This is an optimization exercise on Yosys and OpenROAD, whose aim is small area, not a production implementation. The RTL was checked by simulation tests, not by an equivalence proof against the original design. No driver is modelled on the clock port, so clocking that relies on it looks cheaper here than on a real chip. No activity file was given, so power comes from the tool's default toggle rates.

$ cat flow/config.mk
export PLATFORM = sky130hd
export DESIGN_NAME = i2c_master
export DESIGN_NICKNAME = i2c_master
export VERILOG_FILES = /design/flow/design.v
export SDC_FILE = /design/flow/constraint.sdc
export NUM_CORES = 4
export LEC_CHECK = 0
export CAP_MARGIN = 20
export CORE_MARGIN = 2
export CORE_UTILIZATION = 40
export PLACE_DENSITY = 0.6
export SLEW_MARGIN = 20
$ cat flow/constraint.sdc
create_clock -name core_clock -period 5.0 [get_ports {i_local_clk}]
set_input_delay 1.0000 -clock core_clock [delete_from_list [all_inputs] [get_ports {i_local_clk}]]
set_output_delay 1.0000 -clock core_clock [all_outputs]
set_load 0.01 [all_outputs]
$ cat flow/design.v
module i2c_master #(
 parameter [15:0]  p_DIV = 16'd500
) (
 input                           i_rst_n
,input                           i_local_clk
,input                           i_start
,input         [8:0]             i_req_num
,input         [7:0]             i_device_addr
,input         [7:0]             i_reg_addr
,input         [7:0]             i_wr_data
,output                          o_wr_done
,output        [7:0]             o_rd_data
,output                          o_rd_valid
,output                          o_busy
,output        [7:0]             o_reg_addr
,output        [7:0]             o_ack_erro
,output                          o_erro_valid
,output                          o_scl
,input                           i_sda
,output                          o_sda
);
localparam [1:0] K_SPEC = 2'b00;
localparam [1:0] K_BIT  = 2'b10;
localparam [1:0] K_ACK  = 2'b01;
localparam [1:0] K_STOP = 2'b11;
localparam [1:0] P_DEV  = 2'b10;
localparam [1:0] P_REG  = 2'b00;
localparam [1:0] P_DATA = 2'b01;
localparam [1:0] P_DEVR = 2'b11;
localparam [3:0] S_IDLE   = {K_SPEC, 2'b00};
localparam [3:0] S_START  = {K_SPEC, 2'b10};
localparam [3:0] S_START2 = {K_SPEC, 2'b11};
reg    [3:0]     r_st     ;
reg    [6:0]     r_q      ;
reg    [1:0]     r_p      ;
reg    [2:0]     r_bit    ;
reg    [8:0]     r_cnt    ;
reg    [7:0]     r_rd_data;
reg              r_scl    ;
reg              r_sda    ;
wire   [1:0] w_k = r_st[3:2];
wire   [1:0] w_ph = r_st[1:0];
wire   w_rd    = i_device_addr[0];
wire   w_qend  = (r_q == 7'b1010000);   
wire   w_q0    = (r_q == 7'd0);
wire   w_e499  = w_qend & (r_p == 2'd3);
wire   w_d0    = w_q0 & (r_p == 2'd0);
wire   w_last  = (i_req_num == r_cnt);
wire   w_idle  = (r_st == S_IDLE);
wire   w_dtack = (r_st == {K_ACK, P_DATA});
wire   w_nack  = i_sda & ~((w_ph == P_DATA) & w_rd);
assign o_busy       = ~w_idle;
assign o_scl        = r_scl;
assign o_sda        = r_sda;
assign o_rd_data    = r_rd_data;
reg    [7:0] w_ra_c;
integer i;
always @(*) begin
	w_ra_c[0] = 1'b0;
	for(i = 0; i < 7; i = i + 1)
		w_ra_c[i+1] = (i_reg_addr[i] & r_cnt[i]) | ((i_reg_addr[i] ^ r_cnt[i]) & w_ra_c[i]);
end
assign o_reg_addr   = i_reg_addr ^ r_cnt[7:0] ^ w_ra_c;
reg    [8:0] w_cnt_c;
integer j;
always @(*) begin
	w_cnt_c[0] = w_dtack & w_d0;
	for(j = 0; j < 8; j = j + 1)
		w_cnt_c[j+1] = r_cnt[j] & w_cnt_c[j];
end
assign o_rd_valid   = w_dtack & w_rd & w_d0;
assign o_wr_done    = w_dtack & ~w_rd & w_q0 & (r_p == 2'd3) & ~i_sda;
assign o_erro_valid = w_d0 & (w_k == K_STOP) & ((w_ph != P_DATA) | (~w_rd & i_sda));
assign o_ack_erro   = {4'd0, w_ph == P_DEVR, w_ph == P_DATA, w_ph == P_REG, w_ph == P_DEV};
always @(posedge i_local_clk) begin
	if(w_idle) begin
		r_q <= {6'd0, i_start};
		r_p <= 'd0;
	end else if(w_qend) begin
		r_q <= 'd0;
		r_p <= {r_p[1] ^ r_p[0], ~r_p[0]};
	end else
		r_q <= {r_q[5:0], ~(r_q[6] ^ r_q[5])};
end
always @(posedge i_local_clk) begin
	if(w_k != K_BIT)
		r_bit <= 'd0;
	else if(w_e499)
		r_bit <= {r_bit[2] ^ (r_bit[1] & r_bit[0]), r_bit[1] ^ r_bit[0], ~r_bit[0]};
end
always @(posedge i_local_clk) begin
	if(w_idle)
		r_cnt <= 'd0;
	else
		r_cnt <= r_cnt ^ w_cnt_c;
end
always @(posedge i_local_clk) begin
	if(w_e499)
		r_rd_data <= {r_rd_data[6:0], i_sda};
end
reg w_bit;
always @(*) begin
	case(w_ph)
		P_DEV:   w_bit = i_device_addr[~r_bit] & (r_bit != 3'd7);
		P_REG:   w_bit = i_reg_addr[~r_bit];
		P_DATA:  w_bit = i_wr_data[~r_bit] | w_rd;
		default: w_bit = i_device_addr[~r_bit];
	endcase
end
always @(posedge i_local_clk or negedge i_rst_n) begin
	if(~i_rst_n)
		r_sda <= 1'b1;
	else if(r_st == S_START)
		r_sda <= (r_p == 2'd0);
	else if(r_st == S_START2)
		r_sda <= ~r_p[1];
	else if(w_qend) case(r_p)
		2'd0: case(w_k)
			K_BIT:   r_sda <= w_bit;
			K_ACK:   r_sda <= ~((w_ph == P_DATA) & w_rd) | w_last;
			K_STOP:  r_sda <= 1'b0;
			default: r_sda <= 1'b1;
		endcase
		2'd2: if(w_k == K_STOP) r_sda <= 1'b1;
		default: ;
	endcase
end
always @(posedge i_local_clk or negedge i_rst_n) begin
	if(~i_rst_n)
		r_scl <= 1'b1;
	else case(r_st)
		S_IDLE:   r_scl <= 1'b1;
		S_START:  r_scl <= ~r_p[1];
		S_START2: r_scl <= r_p[1] ^ r_p[0];
		default:  r_scl <= r_p[1];
	endcase
end
always @(posedge i_local_clk or negedge i_rst_n) begin
	if(~i_rst_n)
		r_st <= S_IDLE;
	else if(w_idle) begin
		if(i_start) r_st <= S_START;
	end else if(w_e499) case(w_k)
		K_SPEC:  r_st <= (r_st == S_START) ? {K_BIT, P_DEV} : {K_BIT, P_DEVR};
		K_BIT:   if(r_bit == 3'd7) r_st <= {K_ACK, w_ph};
		K_ACK:
			if(w_nack)
				r_st <= {K_STOP, w_ph};
			else case(w_ph)
				P_DEV:   r_st <= {K_BIT, P_REG};
				P_REG:   r_st <= w_rd ? S_START2 : {K_BIT, P_DATA};
				P_DATA:  r_st <= w_last ? {K_STOP, P_DATA} : {K_BIT, P_DATA};
				default: r_st <= {K_BIT, P_DATA};
			endcase
		default: r_st <= S_IDLE;
	endcase
end
endmodule
$ cat flow/flow/run.sh
#!/bin/bash
# Standard layout with four changes to how it is made:
#  - synthesis maps the logic with an area-oriented ABC script
#    (flow/abc_area.script) in place of ORFS's speed script; everything else
#    in the standard flow's synthesis script (synth_recipe.tcl) is kept as it is;
#  - the port buffers are made from the smallest buffer cell;
#  - the clock tree is built by flow/clktree.tcl (a balanced two-level tree
#    of four buffers) just before ORFS's CTS step;
#  - gates with slack to spare are downsized (flow/recover.tcl) just before
#    global routing, ahead of ORFS's post-route repair of slew and load.
# Each tool's output is in standard.log (and ORFS's own logs under orfs/).
set -euo pipefail
here=$(pwd)
{
  echo "proc abc {args} {"
  echo "  set i [lsearch \$args -script]"
  echo "  lset args [expr {\$i + 1}] $here/flow/abc_area.script"
  echo "  yosys abc {*}\$args"
  echo "}"
  cat synth_recipe.tcl
} > synth_area.tcl
export BUFFER_PORTS_ARGS="-buffer_cell sky130_fd_sc_hd__buf_1"
export PRE_CTS_TCL=$here/flow/clktree.tcl
export PRE_GLOBAL_ROUTE_TCL=$here/flow/recover.tcl
bash standard.sh SYNTH_SCRIPT=$here/synth_area.tcl finish > standard.log 2>&1
$ cat flow/flow/abc_area.script
&get -n
&st
&dch -f
&nf -R 1000 -p
&put
topo
dnsize -c
$ cat flow/flow/clktree.tcl
# Run before CTS (PRE_CTS_TCL): a hand-made two-level clock tree. The
# flip-flops are split into three groups of about equal size by position
# (sorted along x); each group is driven by one clkbuf_8 placed at the
# group's centre, and the three leaf buffers by one clkbuf_2 root buffer on
# the clock port. The tree is balanced (every flip-flop is two buffers from
# the port); CTS then finds no unbuffered clock net left to build.
proc build_clock_tree { ngroups leaf_cell root_cell } {
  set block [ord::get_db_block]
  set sinks {}
  foreach iterm [[$block findNet i_local_clk] getITerms] {
    set inst [$iterm getInst]
    lassign [$inst getLocation] x y
    lappend sinks [list $x $y [$inst getName]/[[$iterm getMTerm] getName]]
  }
  set sinks [lsort -real -index 0 $sinks]
  set n [llength $sinks]
  set sumx 0
  set sumy 0
  for {set g 0} {$g < $ngroups} {incr g} {
    set lo [expr {$g * $n / $ngroups}]
    set hi [expr {($g + 1) * $n / $ngroups - 1}]
    set pins {}
    set sx 0
    set sy 0
    foreach s [lrange $sinks $lo $hi] {
      lappend pins [get_pins [lindex $s 2]]
      set sx [expr {$sx + [lindex $s 0]}]
      set sy [expr {$sy + [lindex $s 1]}]
    }
    set k [llength $pins]
    set cx [expr {$sx / $k / 1000.0}]
    set cy [expr {$sy / $k / 1000.0}]
    set sumx [expr {$sumx + $cx}]
    set sumy [expr {$sumy + $cy}]
    insert_buffer -buffer_cell $leaf_cell -net i_local_clk -load_pins $pins \
      -location [list $cx $cy] -buffer_name clkleaf_$g -net_name clkleaf_net_$g
  }
  insert_buffer -buffer_cell $root_cell -net i_local_clk \
    -location [list [expr {$sumx / $ngroups}] [expr {$sumy / $ngroups}]] \
    -buffer_name clkroot -net_name clkroot_net
}
build_clock_tree 3 sky130_fd_sc_hd__clkbuf_8 sky130_fd_sc_hd__clkbuf_2
$ cat flow/flow/recover.tcl
# Run before global routing (PRE_GLOBAL_ROUTE_TCL): downsize gates that have
# timing slack to spare, keeping 0.3 ns of setup slack in hand. ORFS's own
# repair_design after global routing then fixes any slew or capacitance
# limit this leaves violated.
estimate_parasitics -placement
repair_timing -recover_power 100 -setup_margin 0.3
$ cat flow/standard.sh
#!/bin/bash
# synth_recipe.tcl (not shown) runs the flow's synth.tcl, then flattens the netlist and writes it again
# the make line also repeats each setting of config.mk as NAME=value (left out here)
make -C /OpenROAD-flow-scripts/flow DESIGN_CONFIG=/design/flow/config.mk WORK_HOME=/design/flow/orfs CLKGATE_MAP_FILE= SYNTH_SCRIPT=/design/flow/synth_recipe.tcl "${@:-finish}"
==> flow_summary.json, run 1 <==
{
  "worstPathBufferInverterCount": 2,
  "critical_path.slowest_cell": "fa_1",
  "grt_pass1_wl_microns": 6760,
  "synth.avg_cell_area_sq_um": 10.9,
  "placement.io_buffers": 62,
  "pin_count": 67,
  "worst_clock_skew_ns": 0.0112,
  "post_route_cells_drive_above_1_share": 0.0656,
  "grt_setup_unrepaired": "false",
  "maxSlewViolCount": 0,
  "series_of_cell_instances_along_the_critical_path": "buf_1, ha_1, fa_1, fa_2, fa_1, fa_1, fa_2, fa_1, xnor2_1, buf_2",
  "fmaxAchievable_ghz": 0.204,
  "post_synth_main_area_contributors": "dfxtp_1, edfxtp_1, ha_1",
  "mostFrequentLayoutCell": "buf_1",
  "dpl.hpwl_microns": 3250,
  "cts_hold_repair.buffers": 0,
  "route.detailed.drc": 0,
  "timing.setup.critical_path_class": "primary input to output port",
  "total_power_mw": 0.790,
  "syn_to_final_growth_pct": 18.5,
  "postCtsSetupBuffers": 0,
  "pd_cells_nw_per_um2": 342,
  "netlist_area_sq_um": 1950,
  "antenna-diode-count": 0,
  "worst_path_dominant_cell_family": "adder cells",
  "finalWorstSetupSlack_ns": 0.0876,
  "final.period_utilization": 0.982,
  "wirelength_microns": 4090,
  "kind_of_end_point_of_the_critical_path": "output port",
  "least_margin_pin_slew_ns": 0.632,
  "finalNetCount": 303,
  "clk_transition_reported_paths_ns": 0.07,
  "avgRoutedWirePerCell_microns": 13.2,
  "first_global_vias": 1467,
  "hold_class": "flop to flop",
  "post_synth_edffs": 8,
  "initial_core_util": 0.412,
  "critical_path_required_time_ns": 4.00,
  "timing.final.hold_violations": 0,
  "reg2regPathDepth": 13,
  "postRouteAntennaNets": 0,
  "antenna_violations_before_repair": 0,
  "num_rows": 25,
  "final_period_minus_worst_setup_slack_ns": 4.91,
  "fp.coreArea_sq_um": 4720,
  "static_leakage_nw": 0.940,
  "design.die.area_sq_um": 5440,
  "dp_worst_setup_slack_ns": 0.00294,
  "fillers": 449,
  "dieWidth_microns": 73.8,
  "path_depth": 10,
  "maxSlewHeadroom": 0.579,
  "grt_max_degree": 14,
  "crit_path_max_fanout": 2,
  "crit_path_frequent_cell": "fa_1",
  "synth_top_cell_area_share": 0.216,
  "grt.total_usage": 0.154,
  "run_status": "complete, no violations",
  "drt_first_iter_violations": 91,
  "viasPerCell": 4.83,
  "cpPeakStageDelay_ns": 0.40,
  "gp_congestion": 0.843,
  "setup_viol": 0,
  "synth_area_leader_cell": "dfxtp_1",
  "crit_arrival_ns": 3.91,
  "routed-via-count": 1501,
  "synth.ff_latch_count": 35,
  "firstDrtPassIters": 4,
  "post_synth_num_cell_types": 36,
  "die_y_microns": 73.8,
  "yosysWarningCount": 1,
  "fin_setup_tns_ns": 0,
  "max-vdd-ir-drop_v": 0.000164,
  "commonest_cells_after_routing_fill_and_taps_aside": "buf_1, dfxtp_1, nand2_1, ha_1, nor2b_1",
  "sort_of_element_at_the_start_of_the_critical_path": "primary input",
  "synth.yosys.seq_area_share": 0.418,
  "ys.flop_type": "dfxtp_1",
  "clk_latency_ns": 0.34,
  "async_flop_share": 0.171,
  "postSynthCellCount": 178,
  "grt_overflow_total": 0,
  "worstHoldPathCells": 0,
  "max_cap_violations": 0
}
## synthesized netlist by cell type, types with 4 or more instances
cell type	n
dfxtp_1	21
ha_1	14
nand2_1	14
nor2b_1	12
o21ai_0	11
nor2_1	10
xor2_1	10
edfxtp_1	8
clkinv_1	7
fa_1	6
mux4_2	6
a21oi_1	5
and3_1	5
nor4_1	5
buf_4	4
dfrtp_1	4
nand2b_1	4
nand3_1	4
xnor2_1	4
## cell families (layout without fill, tap and decap cells)
group,count (synthesis),in the layout,synth area share
and+or+nand+nor,60,60,0.165
DFF,35,35,0.418
AOI/OAI and AO/OA,28,28,0.0868
adders and majority gates,20,20,0.152
xor gates and xnor gates,14,14,0.0630
buffers and inverters,11,74,0.0289
muxes,9,9,0.0855
other,1,4,0.00193
## layer usage
| layer | track usage | routed length [microns] | vias to the layer above |
|---|---|---|---|
| met5 | 0 | 0 | - |
| met2 | 0.253 | 1880 | 56 |
| met3 | 0.0261 | 317 | 2 |
| met1 | 0.225 | 1880 | 677 |
| met4 | 0.00808 | 16 | 0 |
| li1 | - | - | 766 |
## where the power goes
part	internal, mW	switching (mW)	total, mW
Sequential	0.353	0.0574	0.411
Combinational	0.101	0.134	0.236
Clock	0.0590	0.0840	0.143
Total	0.514	0.276	0.790
## flip-flops by register name, summed over array words and instances (netlist names)
register / count
r_cnt: 9
r_rd_data: 8
r_q: 7
r_st: 4
r_bit: 3
r_p: 2
r_scl: 1
r_sda: 1
## cell type report, without the clock buffers
| cell class | instances | area (sq um) | area share |
|---|---|---|---|
| repair buffers | 63 | 238 | 0.103 |
| flip-flops and latches | 35 | 813 | 0.352 |
| well taps | 67 | 83.8 | 0.0363 |
| multi-input cells | 135 | 1100 | 0.477 |
| inverters | 7 | 26.3 | 0.0114 |
## worst paths after layout
check	from	end	slack (ns)
worst max-delay path	i_reg_addr[0]	o_reg_addr[7]	0.09
worst min-delay path	r_rd_data[2]	r_rd_data[3]	0.45
worst max register to register	r_q[3]	r_cnt[7]	2.06
worst min register to register	r_rd_data[2]	r_rd_data[3]	0.45
max in group asynchronous	i_rst_n	r_scl	4.19
min in group asynchronous	i_rst_n	r_st[2]	0.51
## per-stage QoR
step	cells	hold slack, ns	util	instance area, sq um
CTS	311	0.433	0.488	2310
detailed placement	307	0.433	0.478	2260
floorplan	181	0.453	-	1960
global placement	307	0.436	0.478	2260
global route	311	0.466	0.488	2310
finish	311	0.450	0.488	2310
## what timing repair did
item,4_1_cts,5_1_grt
endpoints found under the hold margin,0,0
cloned,0,0
gates resized for setup,1,2
endpoints found under the setup margin,1,2
==> run 2, diff against run 1 <==
--- a/flow/config.mk
+++ b/flow/config.mk
@@ -11,2 +11,3 @@
 export PLACE_DENSITY = 0.6
+export SETUP_SLACK_MARGIN = 0.25
 export SLEW_MARGIN = 20
==> flow_summary.json, run 2 <==
{
  "run_status": "complete, no violations",
  "postSynthCellCount": 178,
  "fmaxAchievable_ghz": 0.213,
  "mostFrequentLayoutCell": "buf_1",
  "wirelength_microns": 4110,
  "initial_core_util": 0.412,
  "biggestRegsByFlops": "r_cnt x9, r_rd_data x8, r_q x7",
  "async_flop_share": 0.171,
  "grt_max_degree": 14,
  "ys.flop_type": "dfxtp_1",
  "final_period_minus_worst_setup_slack_ns": 4.70,
  "crit_arrival_ns": 3.70,
  "fin_setup_tns_ns": 0,
  "worstPathBufferInverterCount": 2,
  "synth_top_cell_area_share": 0.216,
  "timing.final.hold_violations": 0,
  "syn_to_final_growth_pct": 19.4,
  "dieWidth_microns": 73.8,
  "sort_of_element_at_the_start_of_the_critical_path": "primary input",
  "post_route_cells_drive_above_1_share": 0.0861,
  "post_synth_num_cell_types": 36,
  "critical_path_required_time_ns": 4.00,
  "crit_path_frequent_cell": "fa_2",
  "firstDrtPassIters": 4,
  "fp.coreArea_sq_um": 4720,
  "commonest_cells_after_routing_fill_and_taps_aside": "buf_1, dfxtp_1, nand2_1, ha_1, nor2b_1",
  "synth.ff_latch_count": 35,
  "registers.top_by_ff_count": "r_cnt",
  "whs_endpoint": "r_rd_data[3]",
  "pd_cells_nw_per_um2": 340,
  "critical_path.slowest_cell": "fa_2",
  "max_cap_violations": 0,
  "cts_hold_repair.buffers": 0,
  "drt_first_iter_violations": 77,
  "pin_count": 67,
  "clk_latency_ns": 0.33,
  "synth.avg_cell_area_sq_um": 10.9,
  "maxSlewViolCount": 0,
  "total_power_mw": 0.791,
  "r2r-end": "r_cnt[7]",
  "hold_ws_ns": 0.450,
  "design.die.area_sq_um": 5440,
  "dpl.hpwl_microns": 3250,
  "worst_clock_skew_ns": 0.0111,
  "antenna-diode-count": 0,
  "die_y_microns": 73.8,
  "num_rows": 25,
  "postCtsSetupBuffers": 0,
  "clk_transition_reported_paths_ns": 0.07,
  "postRouteAntennaNets": 0,
  "crit_path_max_fanout": 2,
  "hold_class": "flop to flop",
  "post_synth_most_frequent_cells": "dfxtp_1, ha_1, nand2_1, nor2b_1, o21ai_0",
  "avgRoutedWirePerCell_microns": 13.2,
  "cpPeakStageDelay_ns": 0.36,
  "first_global_vias": 1466,
  "series_of_cell_instances_along_the_critical_path": "buf_1, ha_1, fa_2, fa_2, fa_2, fa_2, fa_2, fa_2, xnor2_1, buf_2",
  "placed_cell_count": 307,
  "timing.setup.critical_path_class": "primary input to output port",
  "post_synth_main_area_contributors": "dfxtp_1, edfxtp_1, ha_1",
  "worst_path_dominant_cell_family": "adder cells",
  "post_synth_edffs": 8,
  "grt_overflow_total": 0,
  "gp_congestion": 0.843,
  "largest_register_ff_count": 9,
  "static_leakage_nw": 0.938,
  "worstHoldPathCells": 0,
  "finalNetCount": 303,
  "reg2regPathDepth": 13,
  "placement.io_buffers": 62,
  "launch_point_of_the_worst_reg_to_reg_path": "r_q[3]",
  "routed-via-count": 1502,
  "max-vdd-ir-drop_v": 0.000172,
  "antenna_violations_before_repair": 0,
  "synth.yosys.seq_area_share": 0.418,
  "yosysWarningCount": 1,
  "worstHoldStart": "r_rd_data[2]",
  "netlist_area_sq_um": 1950,
  "grt_setup_unrepaired": "true",
  "setup_viol": 0,
  "least_margin_pin_slew_ns": 0.625,
  "regToRegSetupSlack_ns": 2.06,
  "viasPerCell": 4.83,
  "final-instance-count-excl-fill": 311,
  "grt.total_usage": 0.155,
  "kind_of_end_point_of_the_critical_path": "output port",
  "route.detailed.drc": 0,
  "fillers": 446,
  "final.period_utilization": 0.940,
  "grt_pass1_wl_microns": 6780,
  "synth.most_common_cell": "dfxtp_1",
  "synth_area_leader_cell": "dfxtp_1",
  "maxSlewHeadroom": 0.584
}
## run 2: worst max-delay path by stage
stage	slack [ns]	cells past startpoint	startpoint	end
6_report	0.30	10	i_reg_addr[0]	o_reg_addr[7]
5_1_grt	0.24	10	i_reg_addr[0]	o_reg_addr[7]
4_1_cts	0.22	10	i_reg_addr[0]	o_reg_addr[7]
3_5_place_dp	0.003	10	i_reg_addr[0]	o_reg_addr[7]
3_3_place_gp	0.07	10	i_reg_addr[0]	o_reg_addr[7]
2_1_floorplan	0.29	8	i_reg_addr[0]	o_reg_addr[7]
## run 2: metal layers
metal	wire (microns)	part of all wire	GRT usage	vias to the layer above
met5	0	0	0	-
met4	16	0.0039	0.00808	0
met3	327	0.079	0.0261	2
met2	1900	0.46	0.253	55
met1	1870	0.46	0.226	681
li1	-	-	-	764
## run 2: through the flow
step | worst slack (ns) | instance area, sq um | utilization
floorplan | 0.286 | 1960 | -
global placement | 0.0661 | 2260 | 0.478
detailed placement | 0.00294 | 2260 | 0.478
CTS | 0.216 | 2320 | 0.490
global route | 0.237 | 2320 | 0.492
finish | 0.298 | 2320 | 0.492
## run 2: final cells by class, without the clock buffers
type | instances | area [sq um] | area share
multi-input combinational | 135 | 1110 | 0.477
sequential | 35 | 813 | 0.350
timing repair buffer | 63 | 245 | 0.105
tap | 67 | 83.8 | 0.0361
inverter | 7 | 26.3 | 0.0113
## run 2: worst register-to-register path, stage by stage, from the launching register on
cell and delay [ns]:
dfxtp_1 0.32, nor4_1 0.34, nor4b_1 0.44, nand2_1 0.14, nor2_1 0.17, ha_1 0.18
ha_1 0.14, ha_1 0.15, ha_1 0.15, ha_1 0.14, ha_1 0.14, ha_1 0.15
ha_1 0.21, nor2b_1 0.13
## run 2: what timing repair did
action | 4_1_cts | 5_1_grt
resized for setup | 5 | 8
endpoints found under the setup margin | 2 | 2
pin swaps | 0 | 1
## run 2: cells by family after synthesis
group | synth area share
other cells | 0.00193
mux | 0.0855
xor+xnor | 0.0630
simple gates | 0.165
flops | 0.418
fa+ha+maj | 0.152
buf+inv | 0.0289
compound gates | 0.0868
## run 2: report_power, final
group | internal, mW | leakage [nW] | switching (mW)
logic | 0.102 | 0.599 | 0.135
registers | 0.353 | 0.313 | 0.0577
clock network | 0.0590 | 0.0257 | 0.0840
total | 0.514 | 0.938 | 0.277
==> run 3, diff against run 2 <==
--- a/flow/flow/run.sh
+++ b/flow/flow/run.sh
@@ -7,3 +7,3 @@
 #  - the clock tree is built by flow/clktree.tcl (a balanced two-level tree
-#    of four buffers) just before ORFS's CTS step;
+#    of five buffers) just before ORFS's CTS step;
 #  - gates with slack to spare are downsized (flow/recover.tcl) just before
--- a/flow/flow/clktree.tcl
+++ b/flow/flow/clktree.tcl
@@ -1,5 +1,5 @@
 # Run before CTS (PRE_CTS_TCL): a hand-made two-level clock tree. The
-# flip-flops are split into three groups of about equal size by position
-# (sorted along x); each group is driven by one clkbuf_8 placed at the
-# group's centre, and the three leaf buffers by one clkbuf_2 root buffer on
+# flip-flops are split into four groups of about equal size by position
+# (sorted along x); each group is driven by one clkbuf_4 placed at the
+# group's centre, and the four leaf buffers by one clkbuf_2 root buffer on
 # the clock port. The tree is balanced (every flip-flop is two buffers from
@@ -41,2 +41,2 @@
 }
-build_clock_tree 3 sky130_fd_sc_hd__clkbuf_8 sky130_fd_sc_hd__clkbuf_2
+build_clock_tree 4 sky130_fd_sc_hd__clkbuf_4 sky130_fd_sc_hd__clkbuf_2
==> flow/flow/recover.tcl (replaced) <==
# Run before global routing (PRE_GLOBAL_ROUTE_TCL): downsize gates that have
# timing slack to spare. ORFS's own repair_design after global routing then
# fixes any slew or capacitance limit this leaves violated.
estimate_parasitics -placement
repair_timing -recover_power 100
--- a/flow/config.mk
+++ b/flow/config.mk
@@ -11,3 +11,2 @@
 export PLACE_DENSITY = 0.6
-export SETUP_SLACK_MARGIN = 0.25
 export SLEW_MARGIN = 20
==> flow_summary.json, run 3 <==
{
  "run_status": "complete, no violations",
  "firstDrtPassIters": 4,
  "synth_compound_gate_area_share": 0.0868,
  "placed_cell_area_sq_um": 2260,
  "multi_input_gate_area_sq_um": 1100,
  "grt_max_degree": 14,
  "post_synth_xor_area_fraction": 0.0630,
  "synth.avg_cell_area_sq_um": 10.9,
  "die_y_microns": 73.8,
  "drt_first_iter_violations": 96,
  "synth.ff_latch_count": 35,
  "maxSlewViolCount": 0,
  "final_period_minus_worst_setup_slack_ns": 4.91,
  "commonest_cells_after_routing_fill_and_taps_aside": "buf_1, dfxtp_1, nand2_1, ha_1, nor2b_1",
  "synth.yosys.seq_area_share": 0.418,
  "fin_setup_tns_ns": 0,
  "kind_of_end_point_of_the_critical_path": "output port",
  "yosys-mux-area-fraction": 0.0855,
  "registers.top_by_ff_count": "r_cnt",
  "ys.flop_type": "dfxtp_1",
  "gp_congestion": 0.843,
  "synth_top_cell_area_share": 0.216,
  "post_synth_edffs": 8,
  "least_margin_pin_slew_ns": 0.635,
  "cpPeakStageDelay_ns": 0.40,
  "grt.total_usage": 0.154,
  "post_synth_num_cell_types": 36,
  "placement.io_buffers": 62,
  "final.period_utilization": 0.981,
  "biggestRegsByFlops": "r_cnt x9, r_rd_data x8, r_q x7",
  "design.die.area_sq_um": 5440,
  "final-seq-area_sq_um": 813,
  "timing.final.hold_violations": 0,
  "finalCoreUtilization": 0.486,
  "hold_class": "flop to flop",
  "initial_core_util": 0.412,
  "final_cell_area_sq_um": 2300,
  "pd_cells_nw_per_um2": 336,
  "fillers": 450,
  "dpl.hpwl_microns": 3250,
  "timing.setup.critical_path_class": "primary input to output port",
  "critical_path_required_time_ns": 4.00,
  "num_rows": 25,
  "post_synth_main_area_contributors": "dfxtp_1, edfxtp_1, ha_1",
  "crit_path_max_fanout": 2,
  "first_global_vias": 1483,
  "postRouteAntennaNets": 0,
  "finalNetCount": 304,
  "clk_latency_ns": 0.34,
  "largest_register_ff_count": 9,
  "post_synth_most_frequent_cells": "dfxtp_1, ha_1, nand2_1, nor2b_1, o21ai_0",
  "clk_transition_reported_paths_ns": 0.09,
  "worst_clock_skew_ns": 0.0114,
  "max-vdd-ir-drop_v": 0.000163,
  "maxSlewHeadroom": 0.577,
  "grt_pass1_wl_microns": 6750,
  "wirelength_microns": 4090,
  "viasPerCell": 4.85,
  "synth_top_family_by_area": "simple AND/OR/NAND/NOR gates",
  "pin_count": 67,
  "routed-via-count": 1512,
  "max_cap_violations": 0,
  "crit_arrival_ns": 3.91,
  "antenna-diode-count": 0,
  "synth.most_common_cell": "dfxtp_1",
  "postSynthCellCount": 178,
  "dieWidth_microns": 73.8,
  "syn_to_final_growth_pct": 17.9,
  "setup_viol": 0,
  "avgRoutedWirePerCell_microns": 13.1,
  "synth_area_leader_cell": "dfxtp_1",
  "fp.coreArea_sq_um": 4720,
  "synth-simple-area-share": 0.165,
  "sort_of_element_at_the_start_of_the_critical_path": "primary input",
  "synthAdderAreaFrac": 0.152,
  "netlist_area_sq_um": 1950,
  "static_leakage_nw": 0.937,
  "hold_ws_ns": 0.459,
  "critical_path.slowest_cell": "fa_1",
  "crit_path_frequent_cell": "fa_1",
  "post_route_cells_drive_above_1_share": 0.0694,
  "yosysWarningCount": 1,
  "grt_setup_unrepaired": "false",
  "route.detailed.drc": 0,
  "grt_overflow_total": 0,
  "series_of_cell_instances_along_the_critical_path": "buf_1, ha_1, fa_1, fa_2, fa_1, fa_1, fa_2, fa_1, xnor2_1, buf_2",
  "antenna_violations_before_repair": 0,
  "async_flop_share": 0.171,
  "fmaxAchievable_ghz": 0.204,
  "mostFrequentLayoutCell": "buf_1"
}
run 3: worst paths after layout:
check	start	end	slack, ns	cells past startpoint
setup / recovery	i_reg_addr[0]	o_reg_addr[7]	0.09	10
hold / removal	r_rd_data[6]	r_rd_data[7]	0.46	0
setup reg to reg	r_q[3]	r_cnt[7]	2.08	13
hold reg to reg	r_rd_data[6]	r_rd_data[7]	0.46	0
max in group asynchronous	i_rst_n	r_scl	4.20	1
min in group asynchronous	i_rst_n	r_st[2]	0.50	1
run 3: final cells by class, without the clock buffers:
class | instances | share of cell area
Multi-Input combinational cell | 135 | 0.479
Sequential cell | 35 | 0.354
Timing Repair Buffer | 63 | 0.104
Tap cell | 67 | 0.0365
Inverter | 7 | 0.0114
run 3: metal layers:
| metal | track usage | vias to the layer above | part of all wire |
|---|---|---|---|
| met5 | 0 | - | 0 |
| met4 | 0.0101 | 0 | 0.0056 |
| met3 | 0.0261 | 2 | 0.078 |
| met2 | 0.261 | 63 | 0.47 |
| met1 | 0.217 | 684 | 0.45 |
| li1 | - | 763 | - |
run 3: power breakdown:
part | total (mW) | internal [mW] | switching [mW]
registers | 0.411 | 0.353 | 0.0581
clock network | 0.125 | 0.0428 | 0.0821
logic | 0.236 | 0.101 | 0.134
run 3: repair_timing:
action                     in CTS  in global routing
setup buffers                   0                  0
hold buffers                    0                  0
hold endpoints to repair        0                  0
gates cloned                    0                  0
setup endpoints to repair       1                  2
gates resized for setup         1                  2
run 3: cell families (layout without fill, tap and decap cells):
logic type,Yosys count,in the layout
XOR/XNOR,14,14
multiplexers,9,9
buffers and inverters,11,75
adder cells (fa/ha/maj),20,20
AO/OA/AOI/OAI,28,28
other,1,4
AND/OR/NAND/NOR,60,60
flip-flops,35,35
run 3: through the flow:
| step | cells | total power, mW | worst slack [ns] |
|---|---|---|---|
| detailed placement | 307 | 0.650 | 0.00294 |
| floorplan | 181 | 0.572 | 0.286 |
| finish | 312 | 0.772 | 0.0932 |
| global placement | 307 | 0.652 | 0.0661 |
| CTS | 312 | 0.746 | 0.0193 |
| global route | 312 | 0.829 | 0.00764 |
run 3: worst max-delay path: cells and delay by family:
family,cells,cell delay [ns]
adder cells (fa/ha/maj),7,2.50
XOR/XNOR,1,0.18
buffers and inverters,2,0.23
==> run 4, diff against run 3 <==
==> flow/run.sh (new file) <==
#!/bin/bash
# synth_recipe.tcl (not shown) runs the flow's synth.tcl, then flattens the netlist and writes it again
# the make line also repeats each setting of config.mk as NAME=value (left out here)
make -C /OpenROAD-flow-scripts/flow DESIGN_CONFIG=/design/flow/config.mk WORK_HOME=/design/flow/orfs CLKGATE_MAP_FILE= SYNTH_SCRIPT=/design/flow/synth_recipe.tcl finish
removed: flow/flow/run.sh
removed: flow/flow/abc_area.script
removed: flow/flow/clktree.tcl
removed: flow/flow/recover.tcl
removed: flow/standard.sh
==> flow_summary.json, run 4 <==
{
  "netlist_area_sq_um": 2090,
  "postRouteAntennaNets": 0,
  "synth_area_leader_cell": "dfxtp_1",
  "gp_congestion": 0.798,
  "dieWidth_microns": 76.4,
  "crit_path_max_fanout": 2,
  "kind_of_end_point_of_the_critical_path": "output port",
  "mostFrequentLayoutCell": "clkdlybuf4s50_1",
  "avgRoutedWirePerCell_microns": 14.0,
  "largest_register_ff_count": 9,
  "route.detailed.drc": 0,
  "grt_overflow_total": 0,
  "max_cap_violations": 0,
  "timing.setup.critical_path_class": "primary input to output port",
  "antenna-diode-count": 0,
  "r2r-end": "r_cnt[7]",
  "worstHoldStart": "r_q[4]",
  "synth_top_cell_area_share": 0.201,
  "fillers": 466,
  "die_y_microns": 76.4,
  "cts_hold_repair.buffers": 0,
  "final.period_utilization": 0.988,
  "initial_core_util": 0.413,
  "num_rows": 26,
  "post_synth_most_frequent_cells": "dfxtp_1, nand2_1, nor2b_1, ha_1, nor2_1",
  "first_global_vias": 1727,
  "registers.top_by_ff_count": "r_cnt",
  "synth.yosys.seq_area_share": 0.388,
  "async_flop_share": 0.171,
  "syn_to_final_growth_pct": 37.6,
  "yosysWarningCount": 1,
  "grt.total_usage": 0.179,
  "synth.ff_latch_count": 35,
  "wirelength_microns": 4620,
  "run_status": "complete, no violations",
  "tritoncts.num_buffers": 5,
  "maxSlewViolCount": 0,
  "postCtsSetupBuffers": 0,
  "post_route_cells_drive_above_1_share": 0.123,
  "post_synth_num_cell_types": 50,
  "finalCoreUtilization": 0.568,
  "worst_clock_skew_ns": 0.00674,
  "dpl.hpwl_microns": 3710,
  "grt_max_degree": 21,
  "timing.final.hold_violations": 0,
  "launch_point_of_the_worst_reg_to_reg_path": "r_st[0]",
  "crit_arrival_ns": 3.94,
  "max-vdd-ir-drop_v": 0.000123,
  "least_margin_pin_slew_ns": 0.682,
  "post_synth_edffs": 8,
  "regToRegSetupSlack_ns": 2.10,
  "reg2regPathDepth": 12,
  "fp.coreArea_sq_um": 5070,
  "fmaxAchievable_ghz": 0.202,
  "synth.avg_cell_area_sq_um": 10.4,
  "clock_tree.buffer_depth": 2,
  "commonest_cells_after_routing_fill_and_taps_aside": "clkdlybuf4s50_1, dfxtp_1, nand2_1, nor2b_1, ha_1",
  "ys.flop_type": "dfxtp_1",
  "worstHoldPathCells": 2,
  "drt_first_iter_violations": 75,
  "whs_endpoint": "r_q[5]",
  "final_period_minus_worst_setup_slack_ns": 4.94,
  "placement.io_buffers": 62,
  "pin_count": 67,
  "tritoncts": "built",
  "clk_transition_reported_paths_ns": 0.07,
  "biggestRegsByFlops": "r_cnt x9, r_rd_data x8, r_q x7",
  "maxSlewHeadroom": 0.534,
  "antenna_violations_before_repair": 0,
  "critical_path_required_time_ns": 4.00,
  "setup_viol": 0,
  "sort_of_element_at_the_start_of_the_critical_path": "primary input",
  "post_synth_main_area_contributors": "dfxtp_1, edfxtp_1, ha_1",
  "clock_tree.htree_level_count": 2,
  "grt_setup_unrepaired": "true",
  "pd_cells_nw_per_um2": 191,
  "clk_latency_ns": 0.28,
  "clock-root-buffer": "clkbuf_8",
  "finalNetCount": 317,
  "postSynthCellCount": 201,
  "viasPerCell": 4.94,
  "firstDrtPassIters": 4,
  "hold_class": "flop to flop",
  "routed-via-count": 1636,
  "count_of_clock_tree_sinks": 35,
  "synth.most_common_cell": "dfxtp_1",
  "grt_pass1_wl_microns": 8270,
  "static_leakage_nw": 1.15,
  "total_power_mw": 0.550,
  "design.die.area_sq_um": 5830
}
[run 4: per-stage QoR]
step	TNS, ns	hold slack, ns	instances	worst slack, ns	cell area, sq um
6_report	0	0.449	331	0.0591	2880
4_1_cts	0	0.453	331	0.00268	2850
3_5_place_dp	-1.61	0.442	323	-0.715	2750
5_1_grt	-0.0213	0.474	331	-0.0213	2880
3_3_place_gp	-1.41	0.441	323	-0.647	2750
2_1_floorplan	0	0.423	204	0.286	2110
[run 4: kinds of logic after synthesis]
family                   after synthesis  synth area share
other                                  1           0.00179
AO/OA/AOI/OAI                         34             0.108
adder cells (fa/ha/maj)               20             0.141
AND/OR/NAND/NOR                       65             0.170
buffers and inverters                 22            0.0502
multiplexers                           9            0.0789
flip-flops                            35             0.388
XOR/XNOR                              15            0.0627
[run 4: cell type report]
cell class / instances / area, sq um / share of cell area
clock buffers: 7 / 86.3 / 0.0300
multi-input cells: 147 / 1230 / 0.426
repair buffers: 63 / 631 / 0.219
clock inverters: 1 / 5.00 / 0.00174
well taps: 70 / 87.6 / 0.0304
flip-flops and latches: 35 / 813 / 0.282
inverters: 8 / 30.0 / 0.0104
[run 4: worst max-delay path by stage]
stage                  start       endpoint  cells after the start
2_1_floorplan  i_reg_addr[0]  o_reg_addr[7]                      8
3_3_place_gp   i_reg_addr[0]  o_reg_addr[7]                     10
3_5_place_dp   i_reg_addr[0]  o_reg_addr[7]                     10
4_1_cts        i_reg_addr[0]  o_reg_addr[6]                      9
5_1_grt        i_reg_addr[0]  o_reg_addr[7]                     10
6_report       i_reg_addr[0]  o_reg_addr[7]                     10
[run 4: per-layer routing]
metal	share of wire	vias to the layer above	wire length, microns	global-route usage
met3	0.053	6	245	0.0581
met1	0.46	760	2110	0.235
met5	0	-	0	0
met4	0.013	0	61	0.0545
li1	-	828	-	-
met2	0.48	42	2210	0.284
[run 4: worst max-delay path: stages]
cell	delay [ns]
buf_8	0.10
ha_4	0.15
fa_2	0.39
fa_2	0.40
fa_2	0.40
fa_2	0.41
fa_2	0.40
fa_2	0.40
xnor2_2	0.13
buf_2	0.14
[run 4: repair_timing]
item,in CTS,in global routing
gates resized for setup,16,10
setup endpoints to repair,3,2
pin swaps,0,7
[run 4: power by group]
part           switching (mW)  total, mW  internal (mW)
sequential                  0      0.289          0.289
combinational          0.0180     0.0558         0.0378
clock                  0.0943      0.205          0.111
total                   0.112      0.550          0.437

-- what the ideal ports hide --
No port has a modelled driver above. Below, the same layouts with a new extraction and two added sets of constraints.
Step 1: set_driving_cell puts a clkbuf_16 on i_local_clk and a buf_2 on each other input, an assumption about the parent block.
Step 2 moves the port delays by t, midway between the first and last clock arrival at a register: inputs arrive t later, outputs are due t later. That takes back most of the time a late clock gives input paths.
Slacks: no drivers / after step 1 / after step 2; pairs: no drivers / after step 1.
run | t (ns) | slack for setup (ns) | hold WS [ns] | worst setup path after step 2 | clock arrival spread, ns
run 1 | 0.353 | 0.088 / 0.068 / 0.068 | 0.450 / 0.450 / 0.450 | input to output | 0.011 / 0.011
run 2 | 0.353 | 0.298 / 0.278 / 0.278 | 0.450 / 0.450 / 0.450 | input to output | 0.011 / 0.011
run 3 | 0.358 | 0.093 / 0.073 / 0.073 | 0.459 / 0.459 / 0.459 | input to output | 0.011 / 0.012
run 4 | 0.306 | 0.059 / 0.021 / 0.021 | 0.449 / 0.449 / 0.449 | input to output | 0.006 / 0.006
After both steps setup and hold are still met in every run listed. The setup slack of run 4, which loses most, moves by -0.038 ns with the drivers and by -0.038 ns with both steps.
